Context: an optimization exercise on an open-source flow, tuned for small area. The choices shown serve that exercise and are no tape-out recipe.
Only simulation tests tie the RTL to the original design; equivalence was not proved.
The clock port is modelled as an ideal driver, which makes a skipped or thinned clock tree look cheaper than it is; a real chip needs a root buffer or a tree.
No activity file was given, so power comes from the tool's default toggle rates.

Design lab8, start of the top module:
module lab8 (input logic [3:0] num,
        input [3:0] sel,
        input logic write, reset, clk, direction,
        output logic an0, an1, an2, an3, an4, an5, an6, an7,
        output logic segA, segB, segC, segD, segE, segF, segG);
Size in the first run: ~58 flip-flops, roughly 27 I/O pins, ~0.0027 mm² of cells after synthesis.
Settings: LEC_CHECK=0, CAP_MARGIN=20, CORE_MARGIN=2, CORE_UTILIZATION=75, GPL_TIMING_DRIVEN=0, SLEW_MARGIN=20; clock period 10.0 ns.
standard.sh (not shown) runs the stock make flow with config.mk's settings and CLKGATE_MAP_FILE= SYNTH_SCRIPT=/design/flow/synth_recipe.tcl, a recipe that flattens the netlist after the stock synthesis.
==> flow/flow/run.sh <==
#!/bin/bash
# Own layout flow: the standard flow (standard.sh, ORFS) with
#  - synthesis through flow/synth.tcl (area-only ABC script, no adder
#    extraction, smallest drive strengths), registers unchanged;
#  - port buffers of the smallest buffer cell;
#  - a clock tree made by hand (clock.tcl): the clock port drives four
#    clock buffers, each driving a group of nearby flip-flops.
# Each step's full output goes to a log file in this folder.
set -euo pipefail
W=$(pwd)
export MYFLOW=$W/flow
sed "s#SYNTH_SCRIPT=[^ ]*#SYNTH_SCRIPT=$W/flow/synth.tcl#" standard.sh > own_standard.sh
grep -q "SYNTH_SCRIPT=$W/flow/synth.tcl" own_standard.sh
KNOBS=(
  "ADDER_MAP_FILE="
  "BUFFER_PORTS_ARGS=-buffer_cell sky130_fd_sc_hd__buf_1"
  "PRE_CTS_TCL=$W/flow/clock.tcl"
)
export MY_CLK_BUF=sky130_fd_sc_hd__clkbuf_8
export MY_CLK_GROUPS=4
bash own_standard.sh "${KNOBS[@]}" synth > log_synth.txt 2>&1
bash own_standard.sh "${KNOBS[@]}" floorplan > log_floorplan.txt 2>&1
bash own_standard.sh "${KNOBS[@]}" place > log_place.txt 2>&1
bash own_standard.sh "${KNOBS[@]}" cts > log_cts.txt 2>&1
bash own_standard.sh "${KNOBS[@]}" finish > log_finish.txt 2>&1
test -f out/final.def
==> flow/flow/area10.abc <==
strash; &get -n; &fraig -x; &put; dc2; resub -K 8 -N 2; dc2; resub -K 10 -N 2; dc2; resub -K 12 -N 2; dc2; dch -f; amap; topo
==> flow/flow/area11.abc <==
strash; &get -n; &fraig -x; &put; dc2; resub -K 8 -N 2; dc2; resub -K 10 -N 2; dc2; resub -K 12 -N 2; dc2; dch -f; amap -F 10 -A 30; topo
==> flow/flow/area12.abc <==
strash; &get -n; &fraig -x; &put; dc2; resub -K 8 -N 2; dc2; resub -K 10 -N 2; dc2; resub -K 12 -N 2; dc2; &get -n; &dch -f; &nf -R 1000; &put; &get -n; &dch -f; &nf -R 1000; &put
==> flow/flow/area13.abc <==
strash; &get -n; &fraig -x; &put; dc2; resub -K 8 -N 2; dc2; resub -K 10 -N 2; dc2; resub -K 12 -N 2; dc2; &get -n; &dch -f; &nf -R 2000 -E 100; &put
==> flow/flow/clock.tcl <==
# PRE_CTS_TCL hook: the clock tree by hand. The clock port drives
# MY_CLK_GROUPS buffers of type MY_CLK_BUF, each placed at the centre of a
# group of nearby flip-flops and driving their clock pins (groups by k-means
# on the flip-flops' places). TritonCTS is then skipped; the rest of ORFS's
# CTS step (placement legalisation, timing repair) runs as usual.
set db [ord::get_db]
set block [ord::get_db_block]
set master [$db findMaster $::env(MY_CLK_BUF)]
set k $::env(MY_CLK_GROUPS)
set clknet [[$block findBTerm clk] getNet]
set sinks {}
foreach it [$clknet getITerms] {
    set loc [[$it getInst] getLocation]
    lappend sinks [list $it [lindex $loc 0] [lindex $loc 1]]
}
set sinks [lsort -real -index 1 $sinks]
set n [llength $sinks]
# start: k groups by x order, then k-means
set centres {}
for {set g 0} {$g < $k} {incr g} {
    set s [lindex $sinks [expr {int(($g + 0.5) * $n / $k)}]]
    lappend centres [list [lindex $s 1] [lindex $s 2]]
}
for {set iter 0} {$iter < 20} {incr iter} {
    set members {}
    for {set g 0} {$g < $k} {incr g} { lappend members {} }
    foreach s $sinks {
        set best 0
        set bd 1e30
        for {set g 0} {$g < $k} {incr g} {
            set c [lindex $centres $g]
            set d [expr {abs([lindex $s 1] - [lindex $c 0]) + abs([lindex $s 2] - [lindex $c 1])}]
            if {$d < $bd} { set bd $d; set best $g }
        }
        lset members $best [concat [lindex $members $best] [list $s]]
    }
    set centres {}
    for {set g 0} {$g < $k} {incr g} {
        set sx 0.0; set sy 0.0; set m [llength [lindex $members $g]]
        foreach s [lindex $members $g] { set sx [expr {$sx + [lindex $s 1]}]; set sy [expr {$sy + [lindex $s 2]}] }
        if {$m > 0} { lappend centres [list [expr {$sx / $m}] [expr {$sy / $m}]] } else { lappend centres {0 0} }
    }
}
for {set g 0} {$g < $k} {incr g} {
    set ms [lindex $members $g]
    if {[llength $ms] == 0} { continue }
    set inst [odb::dbInst_create $block $master "clkbuf_own_$g"]
    set net [odb::dbNet_create $block "clknet_own_$g"]
    $net setSigType CLOCK
    [$inst findITerm A] connect $clknet
    [$inst findITerm X] connect $net
    foreach s $ms {
        set it [lindex $s 0]
        $it disconnect
        $it connect $net
    }
    set c [lindex $centres $g]
    $inst setLocation [expr {int([lindex $c 0])}] [expr {int([lindex $c 1])}]
    $inst setPlacementStatus PLACED
    puts "clock buffer clkbuf_own_$g drives [llength $ms] flip-flops"
}
$clknet setSigType CLOCK
global_connect
rename clock_tree_synthesis ""
proc clock_tree_synthesis {args} {
    puts "TritonCTS skipped: clock tree made by hand in clock.tcl"
    set_propagated_clock [all_clocks]
}
Other scripts of this flow, unchanged in this note and not shown: flow/flow/area1.abc, flow/flow/area2.abc, flow/flow/area3.abc, flow/flow/area4.abc, flow/flow/area5.abc, flow/flow/area6.abc, flow/flow/area7.abc, flow/flow/area8.abc, flow/flow/area9.abc, flow/flow/downsize.tcl, flow/flow/synth.tcl
Then changed:
- CORE_UTILIZATION: 75 -> 60
removed: flow/flow/area10.abc
removed: flow/flow/area11.abc
removed: flow/flow/area12.abc
removed: flow/flow/area13.abc
The changed run produced a clean layout.
Hold slack improves by 0.021 ns.
Register-to-register slack is better by 0.49 ns.
Synthesized area climbs by 1.5%.
Then changed:
--- a/flow/flow/run.sh
+++ b/flow/flow/run.sh
@@ -5,3 +5,3 @@
 #  - port buffers of the smallest buffer cell;
-#  - a clock tree made by hand (clock.tcl): the clock port drives four
+#  - a clock tree made by hand (clock.tcl): the clock port drives three
 #    clock buffers, each driving a group of nearby flip-flops.
@@ -19,3 +19,3 @@
 export MY_CLK_BUF=sky130_fd_sc_hd__clkbuf_8
-export MY_CLK_GROUPS=4
+export MY_CLK_GROUPS=3
 bash own_standard.sh "${KNOBS[@]}" synth > log_synth.txt 2>&1
- CORE_UTILIZATION: 60 -> 75
=> The changed run ran to the end with no violations; clock power goes down by 11%; total power goes down by 1.7%; sequential power hardly moves.
Then changed:
--- a/flow/flow/run.sh
+++ b/flow/flow/run.sh
@@ -5,3 +5,3 @@
 #  - port buffers of the smallest buffer cell;
-#  - a clock tree made by hand (clock.tcl): the clock port drives three
+#  - a clock tree made by hand (clock.tcl): the clock port drives four
 #    clock buffers, each driving a group of nearby flip-flops.
Global-route usage does not change.
Area after synthesis is unchanged.
Setup slack does not change.
Worst hold slack stays the same.
No run of this note takes its clock network from TritonCTS; it comes from the design's own scripts or RTL.

[static timing again, ports no longer ideal]
How much do the figures lean on ideal ports? The routed layouts below were timed once more, with nothing changed but the port constraints.
Step 1 (the two cells are an assumption about what drives the block):
set clk [get_ports {clk}]
set_driving_cell -lib_cell sky130_fd_sc_hd__clkbuf_16 $clk
set_driving_cell -lib_cell sky130_fd_sc_hd__buf_2 [delete_from_list [all_inputs] $clk]
Step 2 also shifts input and output timing later by t, the mid clock arrival at the registers, as if the neighbouring blocks saw the same clock.
Three values: ideal, step 1, step 2; two values: the first two.
run | t, ns | setup WS [ns] | worst setup path at the end | clock arrival spread, ns | worst slew at a driven data input, ns
the first run | 0.202 | 0.627 / 0.605 / 0.605 | input to output | 0.002 / 0.002 | 0.03
the second run | 0.206 | 0.749 / 0.727 / 0.727 | input to output | 0.039 / 0.039 | 0.04
the third run | 0.210 | 0.597 / 0.574 / 0.574 | input to output | 0.012 / 0.012 | 0.03
the fourth run | 0.210 | 0.597 / 0.574 / 0.574 | input to output | 0.012 / 0.012 | 0.03
After both steps setup and hold are still met in every run listed.
